From an optimization exercise on the open Yosys and OpenROAD flow, aimed at small area and a short achievable clock period; shortcuts taken in it are not production practice. In this exercise RTL edits were held to simulation tests only and were not proved equivalent to the original. No activity file was given, so power comes from the tool's default toggle rates.

==> flow/design.v (excerpt) <==
module fp_adder_synth (data, value, row, clk, rst);
    output [31:0] data;
    input  [31:0] value;
    input  [31:0] row;
    input         clk;
    input         rst;
    wire        l_s;
    wire [7:0]  l_e;
    wire [22:0] l_f;
    wire [24:0] s_al;
    wire        s_sticky;
    wire        op_sub;
    FpAlign AL (.iA(value), .iB(row), .oLs(l_s), .oLe(l_e), .oLf(l_f),
                .oSal(s_al), .oSticky(s_sticky), .oSub(op_sub));
    reg         r_v;
    reg         r_ls;
    reg  [7:0]  r_le;
    reg  [22:0] r_lf;
    reg  [24:0] r_sal;
    reg         r_sticky;
    reg         r_sub;
    always @(posedge clk) begin
        r_v      <= rst;
        r_ls     <= l_s;
        r_le     <= l_e;
        r_lf     <= l_f;
        r_sal    <= s_al;
        r_sticky <= s_sticky;
        r_sub    <= op_sub;
    end
    wire [31:0] sum;
    FpNorm NM (.iV(r_v), .iLs(r_ls), .iLe(r_le), .iLf(r_lf), .iSal(r_sal),
               .iSticky(r_sticky), .iSub(r_sub), .oSum(sum));
    reg [31:0] data;
    always @(posedge clk) begin
        if (!rst)
            data <= 32'b0;
        else
            data <= sum;
    end
endmodule
Size: ~1,400 cells after synthesis, ~92 flip-flops, ~98 I/O pins, ~11,000 µm² of cells after synthesis.
make LEC_CHECK=0 CAP_MARGIN=20 CORE_MARGIN=2 CORE_UTILIZATION=40 SETUP_SLACK_MARGIN=5 SLEW_MARGIN=20 finish   # period 12.5 ns
run.sh (not shown) runs the stock make flow with config.mk's settings and CLKGATE_MAP_FILE= SYNTH_SCRIPT=/design/flow/synth_recipe.tcl, a recipe that flattens the netlist after the stock synthesis.
Then changed:
- SETUP_SLACK_MARGIN: 5 -> not set
Via count stays flat. Clock power stays flat. Power hardly moves. Utilization barely changes. Routed wire length is about the same.


Setup of run a:
fp_adder_synth, a different RTL version from the one above (not shown whole).
For scale: roughly 92 flip-flops, roughly 9600 µm² of cells after synthesis.
Settings: LEC_CHECK=0, ABC_AREA=1, CAP_MARGIN=20, CORE_MARGIN=2, CORE_UTILIZATION=40, SLEW_MARGIN=20; clock period 12.5 ns.
standard.sh (not shown) runs the stock make flow with config.mk's settings and CLKGATE_MAP_FILE= SYNTH_SCRIPT=/design/flow/synth_recipe.tcl, a recipe that flattens the netlist after the stock synthesis.
==> flow/flow/run.sh <==
#!/bin/bash
# Standard synthesis and layout; the port buffers use plain buffers instead
# of the default delay cells, and timing repair aims for more setup slack.
set -euo pipefail
bash standard.sh BUFFER_PORTS_ARGS="-buffer_cell sky130_fd_sc_hd__buf_1" SETUP_SLACK_MARGIN=7.5 finish > standard.log 2>&1
--- input diff run a..run b ---
==> flow/flow/run.sh <==
#!/bin/bash
# Standard synthesis and layout; the port buffers use plain buffers instead
# of the default delay cells, and timing repair aims for more setup slack.
set -euo pipefail
bash standard.sh BUFFER_PORTS_ARGS="-buffer_cell sky130_fd_sc_hd__buf_1" SETUP_SLACK_MARGIN=6 finish > standard.log 2>&1
--- outcome ---
- The total of cells resized after clock tree synthesis of run b falls short of that of run a by 200.
- Relative to run a, the clock power measured on run b has decreased by more than 10%.
- Run b vs. run a: utilization after layout went down by 7.3 points.
- Run b vs run a: internal power summed over all cells down
- [compare] base=run a new=run b: stage delay of the slowest cell on the critical path grew by 230 ps; via density per instance down about 3.4%; number of global-route vias before repair dropped 687; fraction of power consumed by the clock network climbed 0.4 points.
- For run a, the worst setup path startpoint was value[23], unlike run b, where it was value[24].
- Taking run a as the reference point, the area of the multi-input gates of run b falls by 11%.
- Run b vs. run a: minimum clock period went up by 850 ps.
- Re area growth from synthesis to final layout: run b is 18 points down on run a.


The RTL this note starts from:
==> flow/design.v <==
module FpAlign (
    input  [31:0] iA,
    input  [31:0] iB,
    output        oLs,
    output [7:0]  oLe,
    output [22:0] oLf,
    output [24:0] oSal,      
    output        oSticky,   
    output        oSub
);
    wire [7:0]  a_e = iA[30:23];
    wire [7:0]  b_e = iB[30:23];
    wire [8:0]  d_ab = {1'b0, a_e} - {1'b0, b_e};
    wire [7:0]  d_ba = b_e - a_e;
    wire        e_eq = (a_e == b_e);
    wire        f_gt = iA[22:0] > iB[22:0];
    wire        a_larger = e_eq ? f_gt : !d_ab[8];
    wire [7:0]  d = d_ab[8] ? d_ba : d_ab[7:0];
    wire [31:0] l = a_larger ? iA : iB;
    wire [22:0] s_f = a_larger ? iB[22:0] : iA[22:0];
    assign oLs  = l[31];
    assign oLe  = l[30:23];
    assign oLf  = l[22:0];
    assign oSub = iA[31] ^ iB[31];
    wire   sez = (a_e == 8'b0) || (b_e == 8'b0);
    wire [24:0] x = {1'b1, s_f, 1'b0};
    assign oSal = (sez || d[7:5] != 3'b0) ? 25'b0 : (x >> d[4:0]);
    wire [22:0] mask;
    genvar i;
    generate
        for (i = 0; i < 23; i = i + 1) begin : g_mask
            assign mask[i] = (d >= i + 2);
        end
    endgenerate
    assign oSticky = !sez && (d <= 8'd47) && ((d >= 8'd25) || |(s_f & mask));
endmodule
module FpNorm (
    input         iV,        
    input         iLs,
    input  [7:0]  iLe,
    input  [22:0] iLf,
    input  [24:0] iSal,
    input         iSticky,
    input         iSub,
    output [31:0] oSum
);
    wire [25:0] lsh = {2'b01, iLf, 1'b0};
    wire [25:0] pre = lsh + ({1'b0, iSal} ^ {26{iSub}}) + (iSub & ~iSticky);
    reg [4:0] s;
    integer k;
    always @* begin
        s = 5'd31;
        for (k = 0; k < 26; k = k + 1)
            if (pre[k]) s = 25 - k;
    end
    wire [25:0] n5 = pre << s;
    wire [22:0] frac = n5[24:2];
    wire [7:0]  e    = iLe + 8'd1 - {3'b0, s};
    wire underflow = iLe[7] && ({3'b0, s} >= {1'b0, iLe[6:0]} + 8'd2);
    wire zero      = (pre == 26'b0);
    assign oSum = !iV                  ? 32'b0 :
                  (underflow || zero)  ? 32'b0 :
                  {iLs, e, frac};
endmodule
`timescale 1ns/10ps
module fp_adder_synth (data, value, row, clk, rst);
    output [31:0] data;
    input  [31:0] value;
    input  [31:0] row;
    input         clk;
    input         rst;
    wire        l_s;
    wire [7:0]  l_e;
    wire [22:0] l_f;
    wire [24:0] s_al;
    wire        s_sticky;
    wire        op_sub;
    FpAlign AL (.iA(value), .iB(row), .oLs(l_s), .oLe(l_e), .oLf(l_f),
                .oSal(s_al), .oSticky(s_sticky), .oSub(op_sub));
    reg         r_v;
    reg         r_ls;
    reg  [7:0]  r_le;
    reg  [22:0] r_lf;
    reg  [24:0] r_sal;
    reg         r_sticky;
    reg         r_sub;
    wire both_ez = (value[30:23] == 8'b0) && (row[30:23] == 8'b0);
    always @(posedge clk) begin
        r_v      <= rst && !both_ez;
        r_ls     <= l_s;
        r_le     <= l_e;
        r_lf     <= l_f;
        r_sal    <= s_al;
        r_sticky <= s_sticky;
        r_sub    <= op_sub;
    end
    wire [31:0] sum;
    FpNorm NM (.iV(r_v), .iLs(r_ls), .iLe(r_le), .iLf(r_lf), .iSal(r_sal),
               .iSticky(r_sticky), .iSub(r_sub), .oSum(sum));
    reg [31:0] data;
    always @(posedge clk) begin
        if (!rst)
            data <= 32'b0;
        else
            data <= sum;
    end
endmodule
clock: 12.5 ns
lec_check: 0
abc_area: 1
cap_margin: 20
core_margin: 2
core_utilization: 40
place_density: 0.8
slew_margin: 20
tns_end_percent: 50
==> flow/flow/run.sh <==
#!/bin/bash
# Standard synthesis and layout; the port buffers use plain buffers instead
# of the default delay cells, and timing repair aims for more setup slack.
set -euo pipefail
bash standard.sh BUFFER_PORTS_ARGS="-buffer_cell sky130_fd_sc_hd__buf_1" SETUP_SLACK_MARGIN=6.75 finish > standard.log 2>&1
Change:
==> flow/flow/run.sh (replaced) <==
#!/bin/bash
# Standard synthesis and layout; the port buffers use plain buffers instead
# of the default delay cells, and timing repair aims for more setup slack.
set -euo pipefail
bash standard.sh BUFFER_PORTS_ARGS="-buffer_cell sky130_fd_sc_hd__buf_1" SETUP_SLACK_MARGIN=6.85 finish > standard.log 2>&1
- TNS_END_PERCENT: 50 -> default
What happened: Non-clock buffer count grows by 5. Worst hold slack hardly moves. Synthesized cell count stays the same. Design area increases by 0.88%.
Change:
==> flow/flow/run.sh (replaced) <==
#!/bin/bash
# Standard synthesis and layout; the port buffers use plain buffers instead
# of the default delay cells, and timing repair aims for more setup slack.
set -euo pipefail
bash standard.sh BUFFER_PORTS_ARGS="-buffer_cell sky130_fd_sc_hd__buf_1" SETUP_SLACK_MARGIN=6.5 finish > standard.log 2>&1
- PLACE_DENSITY: 0.8 -> default
=> Sequential power barely changes. Total power goes down by a few percent. Setup slack gets worse by 0.26 ns. Fmax goes down by a few percent. Hold slack is worse by 0.027 ns. Clock-buffer cell count came out lower by 2. Cell area went down by a few percent. Wire length falls by a few percent. First-iteration DRC count went down by roughly a tenth. Sequential share of layout area rose by 0.55 points.
Change:
==> flow/flow/run.sh (replaced) <==
#!/bin/bash
# Standard synthesis and layout; the port buffers use plain buffers instead
# of the default delay cells, and timing repair aims for more setup slack.
set -euo pipefail
bash standard.sh BUFFER_PORTS_ARGS="-buffer_cell sky130_fd_sc_hd__buf_1" SETUP_SLACK_MARGIN=6.75 finish > standard.log 2>&1
- PLACE_DENSITY: default -> 0.8
Clock-buffer cell count rose by 2. Power grows by 2.4%. Fmax grows by 3.0%. Cell area goes up by 1.6%. Hold slack improved by 0.027 ns. Die area stays the same. Routed wire length barely changes.
Change:
- PLACE_DENSITY: 0.8 -> default
- The new run completed without violations
- non-clock buffer count rises by 3
- final cell count rises by 0.33%
- setup slack improves by 0.031 ns
- die area is unchanged
- sequential share of layout area falls by 0.17 points
- total power rises by 0.93%
- final area rises by 0.93%
- synthesized cell count is unchanged
- flip-flop and latch count does not change
- via count falls by 1.2%
- register-to-register slack improves by 0.13 ns
Change:
==> flow/flow/run.sh (replaced) <==
#!/bin/bash
# Standard synthesis and layout; the port buffers use plain buffers instead
# of the default delay cells, and timing repair aims for more setup slack.
set -euo pipefail
bash standard.sh BUFFER_PORTS_ARGS="-buffer_cell sky130_fd_sc_hd__buf_1" SETUP_SLACK_MARGIN=7 finish > standard.log 2>&1
The changed run ran to the end with no violations.
Utilization climbs by 1.4 points.
Final area climbs by 3.1%.
Hold slack hardly moves.
Wire length climbs by 3.4%.
Final cell count climbs by 0.89%.

## static timing again, ports no longer ideal
The flow's constraints put no driver on any port. The routed layouts listed below were extracted and timed again, unchanged, in two steps.
Step 1, drivers: a clkbuf_16 drives clk and a buf_2 each remaining input, both assumed.
Step 2 moves the port delays by t, midway between the first and last clock arrival at a register: inputs arrive t later, outputs are due t later. That takes back most of the time a late clock gives input paths.
Three values: ideal, step 1, step 2; two values: the first two.
run | shift t [ns] | setup slack, ns | worst setup path after step 2 | clock arrival spread, ns
the first run of note 1 | 0.397 | 5.369 / 5.389 / 4.992 | input to register | 0.008 / 0.008
the second run of note 1 | 0.398 | 5.126 / 5.146 / 4.749 | input to register | 0.008 / 0.007
run a | 0.386 | 7.143 / 7.141 / 6.755 | input to register | 0.014 / 0.014
run b | 0.394 | 6.294 / 6.309 / 5.915 | input to register | 0.012 / 0.012
the first run of note 3 | 0.389 | 6.922 / 6.943 / 6.554 | input to register | 0.011 / 0.010
the second run of note 3 | 0.392 | 7.039 / 7.050 / 6.671 | input to register | 0.012 / 0.011
the third run of note 3 | 0.395 | 6.777 / 6.799 / 6.404 | input to register | 0.016 / 0.016
the fourth run of note 3 | 0.391 | 6.945 / 6.966 / 6.575 | input to register | 0.011 / 0.011
the fifth run of note 3 | 0.395 | 6.976 / 6.998 / 6.603 | input to register | 0.013 / 0.012
the sixth run of note 3 | 0.397 | 7.097 / 7.120 / 6.723 | input to register | 0.014 / 0.014
After both steps setup and hold are still met in every run listed. The setup slack of run a, which loses most, moves by -0.002 ns with the drivers and by -0.388 ns with both steps.
